This is an optimization exercise on Yosys and OpenROAD, whose aim is small area, not a production implementation. Function was checked by simulation only, so behaviour that the tests miss may differ from the original. Power and IR drop assume default switching activity.

==> flow/design.v <==
module axr_oai22 (input logic a1, a2, b1, b2, output logic y);
    assign y = ~((a1 | a2) & (b1 | b2));
endmodule
module axr_aoi222 (input logic a1, a2, b1, b2, c1, c2, output logic y);
    assign y = ~((a1 & a2) | (b1 & b2) | (c1 & c2));
endmodule
module axr_ao22 (input logic a1, a2, b1, b2, output logic y);
    assign y = (a1 & a2) | (b1 & b2);
endmodule
module axis_rotate
#(
    parameter   DATA_WIDTH          = 128,
    parameter   USER_WIDTH          = 64
)
(
    input   logic                       aclk,
    input   logic                       aresetn,
    input   logic   [DATA_WIDTH-1:0]    s_axis_tdata,
    input   logic   [USER_WIDTH-1:0]    s_axis_tuser,
    input   logic                       s_axis_tvalid,
    output  logic                       s_axis_tready,
    input   logic                       s_axis_tlast,
    input   logic   [DATA_WIDTH/8-1:0]  s_axis_tkeep,
    output   logic  [DATA_WIDTH-1:0]    m_axis_tdata,
    output   logic  [USER_WIDTH-1:0]    m_axis_tuser,
    output   logic                      m_axis_tvalid,
    input    logic                      m_axis_tready,
    output   logic                      m_axis_tlast,
    output   logic  [DATA_WIDTH/8-1:0]  m_axis_tkeep
);
localparam NB = DATA_WIDTH/8;        
localparam SW = $clog2(NB);          
localparam LW = 9*NB;                
logic m_valid;
wire  load = m_axis_tready | ~m_valid;
wire  hold = ~load;
assign s_axis_tready = load;
assign m_axis_tvalid = m_valid;
always_ff @(posedge aclk or negedge aresetn) begin
    if (!aresetn)
        m_valid <= 1'b0;
    else if (load)
        m_valid <= s_axis_tvalid;
end
wire [SW-1:0] n     = s_axis_tuser[SW-1:0];
wire [SW-1:0] amt   = {SW{load}} & (s_axis_tuser[SW] ? (~n + 1'b1) : n);
wire [SW-1:0] amt_n = ~amt;
wire sel_str = load & ~amt[0];
wire sel_rot = load &  amt[0];
logic [LW-1:0] lanes;
always_comb begin
    for (int k = 0; k < NB; k++)
        lanes[9*k +: 9] = {s_axis_tkeep[k], s_axis_tdata[8*k +: 8]};
end
logic [LW-1:0] r;                    
wire  [LW-1:0] st [0:SW];            
genvar s, i;
generate
    for (i = 0; i < LW; i = i + 1) begin : g_first
        axr_aoi222 u_mux (
            .a1(sel_str), .a2(lanes[i]),
            .b1(sel_rot), .b2(lanes[(i + LW - 9) % LW]),
            .c1(hold),    .c2(r[i]),
            .y (st[1][i]));
    end
    for (s = 1; s < SW; s = s + 1) begin : g_stage
        for (i = 0; i < LW; i = i + 1) begin : g_bit
            axr_oai22 u_mux (
                .a1(amt[s]),   .a2(st[s][i]),
                .b1(amt_n[s]), .b2(st[s][(i + LW - 9*(1<<s)) % LW]),
                .y (st[s+1][i]));
        end
    end
endgenerate
always_ff @(posedge aclk)
    r <= st[SW];
always_comb begin
    for (int k = 0; k < NB; k++) begin
        m_axis_tdata[8*k +: 8] = r[9*k +: 8];
        m_axis_tkeep[k]        = r[9*k + 8];
    end
end
logic [USER_WIDTH:0] u_q, u_d;
generate
    for (i = 0; i <= USER_WIDTH; i = i + 1) begin : g_user
        axr_ao22 u_hold (
            .a1(load), .a2(i < USER_WIDTH ? s_axis_tuser[i] : s_axis_tlast),
            .b1(hold), .b2(u_q[i]),
            .y (u_d[i]));
    end
endgenerate
always_ff @(posedge aclk)
    u_q <= u_d;
assign m_axis_tuser = u_q[USER_WIDTH-1:0];
assign m_axis_tlast = u_q[USER_WIDTH];
endmodule
==> flow/config.mk <==
export PLATFORM = sky130hd
export DESIGN_NAME = axis_rotate
export DESIGN_NICKNAME = axis_rotate
export VERILOG_FILES = /design/flow/design.v
export SDC_FILE = /design/flow/constraint.sdc
export NUM_CORES = 4
export LEC_CHECK = 0
export CAP_MARGIN = 0
export CORE_MARGIN = 2
export CORE_UTILIZATION = 45
export SLEW_MARGIN = 0
export SYNTH_HIERARCHICAL = 1
export SYNTH_MINIMUM_KEEP_SIZE = 0
==> flow/constraint.sdc <==
create_clock -name core_clock -period 5.0 [get_ports {aclk}]
set_input_delay 1.0000 -clock core_clock [delete_from_list [all_inputs] [get_ports {aclk}]]
set_output_delay 1.0000 -clock core_clock [all_outputs]
set_load 0.01 [all_outputs]
standard.sh (not shown) runs the stock make flow with config.mk's settings and CLKGATE_MAP_FILE= SYNTH_SCRIPT=/design/flow/synth_recipe.tcl, a recipe that flattens the netlist after the stock synthesis.
==> flow/flow/run.sh <==
#!/bin/bash
# Standard layout, with the smallest buffer on the ports and a leaner clock tree
# (larger sink clusters, no dummy loads).
set -euo pipefail
export BUFFER_PORTS_ARGS="-buffer_cell sky130_fd_sc_hd__buf_1"
export CTS_ARGS="-sink_clustering_enable -repair_clock_nets -sink_clustering_size 18 -sink_clustering_max_diameter 100 -buf_list {sky130_fd_sc_hd__clkbuf_8} -dont_use_dummy_load"
bash standard.sh finish > flow_make.log 2>&1
The first run finished clean.
Change:
==> flow/flow/run.sh (replaced) <==
#!/bin/bash
# Standard layout, with the smallest buffer on the ports.
set -euo pipefail
export BUFFER_PORTS_ARGS="-buffer_cell sky130_fd_sc_hd__buf_1"
bash standard.sh finish > flow_make.log 2>&1
- CAP_MARGIN: 0 -> 20
- CORE_UTILIZATION: 45 -> 60
- CTS_BUF_LIST: unset -> sky130_fd_sc_hd__clkbuf_4 sky130_fd_sc_hd__clkbuf_8
- SLEW_MARGIN: 0 -> 20
The changed run produced a clean layout.
Routed wire length increases by 4.1%.
First-iteration DRC count increases by 63%.
Total power increases by 18%.
Setup slack loses 0.16 ns.
Register-to-register slack loses 0.15 ns.
Via count increases by 6.8%.
Design area increases by 4.3%.
Count of clock-buffer cells in the layout increases by 36.

Starts from the design.v that is shown in full above.
export LEC_CHECK = 0
export CAP_MARGIN = 20
export CORE_MARGIN = 2
export CORE_UTILIZATION = 70
export SLEW_MARGIN = 20
export SYNTH_HIERARCHICAL = 1
export SYNTH_MINIMUM_KEEP_SIZE = 0
create_clock -name core_clock -period 5.0 [get_ports {aclk}]
==> flow/flow/run.sh <==
#!/bin/bash
# Standard layout, with the smallest buffer on the ports and a leaner clock tree
# (larger sink clusters, no dummy loads).
set -euo pipefail
export BUFFER_PORTS_ARGS="-buffer_cell sky130_fd_sc_hd__buf_1"
export CTS_ARGS="-sink_clustering_enable -repair_clock_nets -sink_clustering_size 24 -sink_clustering_max_diameter 60 -buf_list {sky130_fd_sc_hd__clkbuf_8} -dont_use_dummy_load"
bash standard.sh finish > flow_make.log 2>&1
The baseline stopped in I/O pin placement.
Edit:
--- a/flow/flow/run.sh
+++ b/flow/flow/run.sh
@@ -6 +6 @@
-export CTS_ARGS="-sink_clustering_enable -repair_clock_nets -sink_clustering_size 24 -sink_clustering_max_diameter 60 -buf_list {sky130_fd_sc_hd__clkbuf_8} -dont_use_dummy_load"
+export CTS_ARGS="-sink_clustering_enable -repair_clock_nets -sink_clustering_size 17 -sink_clustering_max_diameter 80 -buf_list {sky130_fd_sc_hd__clkbuf_8} -dont_use_dummy_load"
CAP_MARGIN = 0   (was 20)
CORE_UTILIZATION = 45   (was 70)
SLEW_MARGIN = 0   (was 20)
Now the flow completed without violations.
Synthesized cell count stays the same.
Synthesized area does not change.
Edit:
--- a/flow/flow/run.sh
+++ b/flow/flow/run.sh
@@ -6 +6 @@
-export CTS_ARGS="-sink_clustering_enable -repair_clock_nets -sink_clustering_size 17 -sink_clustering_max_diameter 80 -buf_list {sky130_fd_sc_hd__clkbuf_8} -dont_use_dummy_load"
+export CTS_ARGS="-sink_clustering_enable -repair_clock_nets -sink_clustering_size 28 -sink_clustering_max_diameter 60 -buf_list {sky130_fd_sc_hd__clkbuf_16} -dont_use_dummy_load"
The changed run went through all stages and came out clean.
Register-to-register slack barely changes.
Power rises by 7.9%.
Critical path depth does not change.
Synthesized area does not change.
Routed wire length rises by 0.67%.
Synthesized cell count is unchanged.
Setup slack barely changes.
Via count rises by 1.2%.
Final cell count is about the same.
Edit:
--- a/flow/flow/run.sh
+++ b/flow/flow/run.sh
@@ -6 +6 @@
-export CTS_ARGS="-sink_clustering_enable -repair_clock_nets -sink_clustering_size 28 -sink_clustering_max_diameter 60 -buf_list {sky130_fd_sc_hd__clkbuf_16} -dont_use_dummy_load"
+export CTS_ARGS="-sink_clustering_enable -repair_clock_nets -sink_clustering_size 30 -sink_clustering_max_diameter 80 -buf_list {sky130_fd_sc_hd__clkbuf_16} -dont_use_dummy_load"
=>
- The new run completed without violations
- power went down by a few percent
- clock skew went down by 0.022 ns
- global-route usage went down by 0.29 points
- sequential power barely changes
- cell count went down slightly
- die area is unchanged
- clock-buffer cell count went down by 7
- via count went down slightly
- area after synthesis is unchanged
- cell area went down slightly
- routed wire length went down slightly

Starts from the design.v that is shown in full above.
==> flow/config.mk <==
export PLATFORM = sky130hd
export DESIGN_NAME = axis_rotate
export DESIGN_NICKNAME = axis_rotate
export VERILOG_FILES = /design/flow/design.v
export SDC_FILE = /design/flow/constraint.sdc
export NUM_CORES = 4
export LEC_CHECK = 0
export CAP_MARGIN = 0
export CORE_MARGIN = 2
export CORE_UTILIZATION = 45
export GPL_TIMING_DRIVEN = 0
export SLEW_MARGIN = 0
export SYNTH_HIERARCHICAL = 1
export SYNTH_MINIMUM_KEEP_SIZE = 0
==> flow/constraint.sdc <==
create_clock -name core_clock -period 5.0 [get_ports {aclk}]
set_input_delay 1.0000 -clock core_clock [delete_from_list [all_inputs] [get_ports {aclk}]]
set_output_delay 1.0000 -clock core_clock [all_outputs]
set_load 0.01 [all_outputs]
==> flow/flow/run.sh <==
#!/bin/bash
# Standard layout, with the smallest buffer on the ports and a leaner clock tree
# (larger sink clusters, no dummy loads).
set -euo pipefail
export BUFFER_PORTS_ARGS="-buffer_cell sky130_fd_sc_hd__buf_1"
export CTS_ARGS="-sink_clustering_enable -repair_clock_nets -sink_clustering_size 17 -sink_clustering_max_diameter 80 -buf_list {sky130_fd_sc_hd__clkbuf_8} -dont_use_dummy_load"
bash standard.sh finish > flow_make.log 2>&1
==> next run, changes <==
==> flow/flow/run.sh (replaced) <==
#!/bin/bash
# Standard layout, with the smallest buffer on the ports and a leaner clock tree
# (larger sink clusters, no dummy loads).
set -euo pipefail
export BUFFER_PORTS_ARGS="-buffer_cell sky130_fd_sc_hd__buf_1"
export CTS_ARGS="-sink_clustering_enable -repair_clock_nets -sink_clustering_size 16 -sink_clustering_max_diameter 100 -buf_list {sky130_fd_sc_hd__clkbuf_8} -dont_use_dummy_load"
bash standard.sh finish > flow_make.log 2>&1
- GPL_TIMING_DRIVEN: 0 -> not set
The changed run completed without violations.
Wire length decreases slightly.
Setup slack improves by 970 ps.
Cell count does not change.
Final area went down by a few percent.
==> next run, changes <==
==> flow/flow/run.sh (replaced) <==
#!/bin/bash
# Standard layout, with the smallest buffer on the ports and a leaner clock tree
# (larger sink clusters, no dummy loads).
set -euo pipefail
export BUFFER_PORTS_ARGS="-buffer_cell sky130_fd_sc_hd__buf_1"
export CTS_ARGS="-sink_clustering_enable -repair_clock_nets -sink_clustering_size 17 -sink_clustering_max_diameter 80 -buf_list {sky130_fd_sc_hd__clkbuf_8} -dont_use_dummy_load"
bash standard.sh finish > flow_make.log 2>&1
- CORE_UTILIZATION: 45 -> 52
Result:
- The new run passed the timing, DRC and antenna checks
- hold slack gets better by 53 ps
- design area shrinks slightly
- via count climbs slightly
- core utilization came out higher by 8.0 points
- area after synthesis stays the same
==> next run, changes <==
==> flow/flow/run.sh (replaced) <==
#!/bin/bash
# Standard layout, with the smallest buffer on the ports and a leaner clock tree
# (larger sink clusters, no dummy loads).
set -euo pipefail
export BUFFER_PORTS_ARGS="-buffer_cell sky130_fd_sc_hd__buf_1"
export CTS_ARGS="-sink_clustering_enable -repair_clock_nets -sink_clustering_size 16 -sink_clustering_max_diameter 50 -buf_list {sky130_fd_sc_hd__clkbuf_8} -dont_use_dummy_load"
bash standard.sh finish > flow_make.log 2>&1
- CORE_UTILIZATION: 52 -> 45
Effect: Wire length goes up by about 3%; register-to-register slack is better by 30 ps; combinational power stays flat; final cell count climbs by about 3%; hold slack is worse by 47 ps; total power grows by 3.4%; first-iteration DRC count drops by 20%; clock power increases by about 20%.
==> next run, changes <==
==> flow/flow/run.sh (replaced) <==
#!/bin/bash
# Standard layout, with the smallest buffer on the ports and a leaner clock tree
# (larger sink clusters, no dummy loads).
set -euo pipefail
export BUFFER_PORTS_ARGS="-buffer_cell sky130_fd_sc_hd__buf_1"
export CTS_ARGS="-sink_clustering_enable -repair_clock_nets -sink_clustering_size 17 -sink_clustering_max_diameter 80 -buf_list {sky130_fd_sc_hd__clkbuf_8} -dont_use_dummy_load"
bash standard.sh finish > flow_make.log 2>&1
- PLACE_DENSITY: not set -> 0.8
Total power is lower by 3.0%.
Clock-buffer cell count shrinks by 8.
Maximum frequency went up by 3.8%.
==> next run, changes <==
==> flow/flow/run.sh (replaced) <==
#!/bin/bash
# Standard layout, with the smallest buffer on the ports and a leaner clock tree
# (larger sink clusters, no dummy loads).
set -euo pipefail
export BUFFER_PORTS_ARGS="-buffer_cell sky130_fd_sc_hd__buf_1"
export CTS_ARGS="-sink_clustering_enable -repair_clock_nets -sink_clustering_size 17 -sink_clustering_max_diameter 80 -buf_list {sky130_fd_sc_hd__clkbuf_4 sky130_fd_sc_hd__clkbuf_8} -dont_use_dummy_load"
bash standard.sh finish > flow_make.log 2>&1
- PLACE_DENSITY: 0.8 -> not set
Outcome:
- The changed run completed without violations
- non-clock buffer count decreases by 1
- cell count barely changes
- die area does not change
- cell area stays flat
- wire length went up slightly
- register-to-register slack gets worse by 50 ps
- core utilization hardly moves
- hold slack is worse by 30 ps

== before ==
Another version of the RTL of axis_rotate (not shown whole).
Size in the first run: roughly 210 flip-flops.
==> flow/design.v (excerpt) <==
module axis_rotate
#(
    parameter   DATA_WIDTH          = 128,
    parameter   USER_WIDTH          = 64
)
(
    input   logic                       aclk,
    input   logic                       aresetn,
    input   logic   [DATA_WIDTH-1:0]    s_axis_tdata,
    input   logic   [USER_WIDTH-1:0]    s_axis_tuser,
    input   logic                       s_axis_tvalid,
    output  logic                       s_axis_tready,
    input   logic                       s_axis_tlast,
    input   logic   [DATA_WIDTH/8-1:0]  s_axis_tkeep,
    output   logic  [DATA_WIDTH-1:0]    m_axis_tdata,
    output   logic  [USER_WIDTH-1:0]    m_axis_tuser,
    output   logic                      m_axis_tvalid,
    input    logic                      m_axis_tready,
    output   logic                      m_axis_tlast,
    output   logic  [DATA_WIDTH/8-1:0]  m_axis_tkeep
);
export LEC_CHECK = 0
export CAP_MARGIN = 20
export CORE_MARGIN = 2
export CORE_UTILIZATION = 60
export CTS_BUF_LIST = sky130_fd_sc_hd__clkbuf_4 sky130_fd_sc_hd__clkbuf_8
export SLEW_MARGIN = 20
export SYNTH_HIERARCHICAL = 1
export SYNTH_MINIMUM_KEEP_SIZE = 0
create_clock -name core_clock -period 5.0 [get_ports {aclk}]
==> flow/flow/run.sh <==
#!/bin/bash
# Standard layout, with the smallest buffer on the ports.
set -euo pipefail
export BUFFER_PORTS_ARGS="-buffer_cell sky130_fd_sc_hd__buf_1"
bash standard.sh finish > flow_make.log 2>&1
The inputs of after differ from those of before as listed below.
Settings: CORE_UTILIZATION now 40, was 60; CTS_BUF_LIST no longer set, was sky130_fd_sc_hd__clkbuf_4 sky130_fd_sc_hd__clkbuf_8.
==> flow/run.sh (new file) <==
#!/bin/bash
# synth_recipe.tcl (not shown) runs the flow's synth.tcl, then flattens the netlist and writes it again
# the make line also repeats each setting of config.mk as NAME=value (left out here)
make -C /OpenROAD-flow-scripts/flow DESIGN_CONFIG=/design/flow/config.mk WORK_HOME=/design/flow/orfs CLKGATE_MAP_FILE= SYNTH_SCRIPT=/design/flow/synth_recipe.tcl finish
removed: flow/flow/run.sh
removed: flow/standard.sh
### Flow results
- after reached the end of the flow, and the finished layout is clean on the timing, DRC and antenna checks.
- From before to after the numbers moved as follows: via count shrank by 665, highest clock frequency the design can meet shrank by 4.1%, post-layout instance count excluding filler cells grew by about 5%, fraction of area in non-clock buffers grew by 15 points, number of clock buffers inserted by TritonCTS shrank by 11.
- Core utilization in after vs before: down 14 points
- Looking at width of the chip, after sits above before.
- Class of the tightest hold or removal check = reg2reg: after; class of the tightest hold or removal check = in2async: before

port drivers added, routing unchanged:
The results above use ideal ports. As a check the final layouts listed here were re-extracted and re-timed, cells and wires unchanged. Step 1 assumes that a clkbuf_16 drives the clock port and a buf_2 every other input. Step 2 times the ports against the registers' clock, not the clock port: input delays grow and output delays shrink by t, the midpoint of the rising clock arrivals with the driver on. Slacks: ideal ports / drivers / drivers and shift; pairs: ideal ports / drivers.
| run | t, ns | setup WS [ns] | slew at the worst register clock pin (ns) |
|---|---|---|---|
| the first run of note 1 | 0.534 | 1.612 / 1.589 / 1.256 | 0.12 / 0.12 |
| the second run of note 1 | 0.556 | 1.447 / 1.455 / 0.898 | 0.07 / 0.07 |
| the second run of note 2 | 0.534 | 1.605 / 1.582 / 1.245 | 0.11 / 0.11 |
| the third run of note 2 | 0.521 | 1.605 / 1.581 / 1.253 | 0.09 / 0.09 |
| the fourth run of note 2 | 0.506 | 1.608 / 1.585 / 1.256 | 0.11 / 0.11 |
| the first run of note 3 | 0.538 | 0.640 / 0.663 / 0.125 | 0.11 / 0.11 |
| the second run of note 3 | 0.522 | 1.607 / 1.584 / 1.234 | 0.11 / 0.11 |
| the third run of note 3 | 0.532 | 1.604 / 1.582 / 1.203 | 0.11 / 0.11 |
| the fourth run of note 3 | 0.555 | 1.592 / 1.569 / 1.235 | 0.10 / 0.10 |
| the fifth run of note 3 | 0.524 | 1.718 / 1.691 / 1.362 | 0.11 / 0.11 |
| the sixth run of note 3 | 0.534 | 1.605 / 1.582 / 1.245 | 0.11 / 0.11 |
| before | 0.559 | 1.718 / 1.655 / 1.096 | 0.07 / 0.07 |
| after | 0.557 | 1.576 / 1.593 / 1.036 | 0.06 / 0.06 |
After both steps every run listed still meets setup and hold. The setup slack of before, which loses most, moves by -0.063 ns with the drivers and by -0.622 ns with both steps.
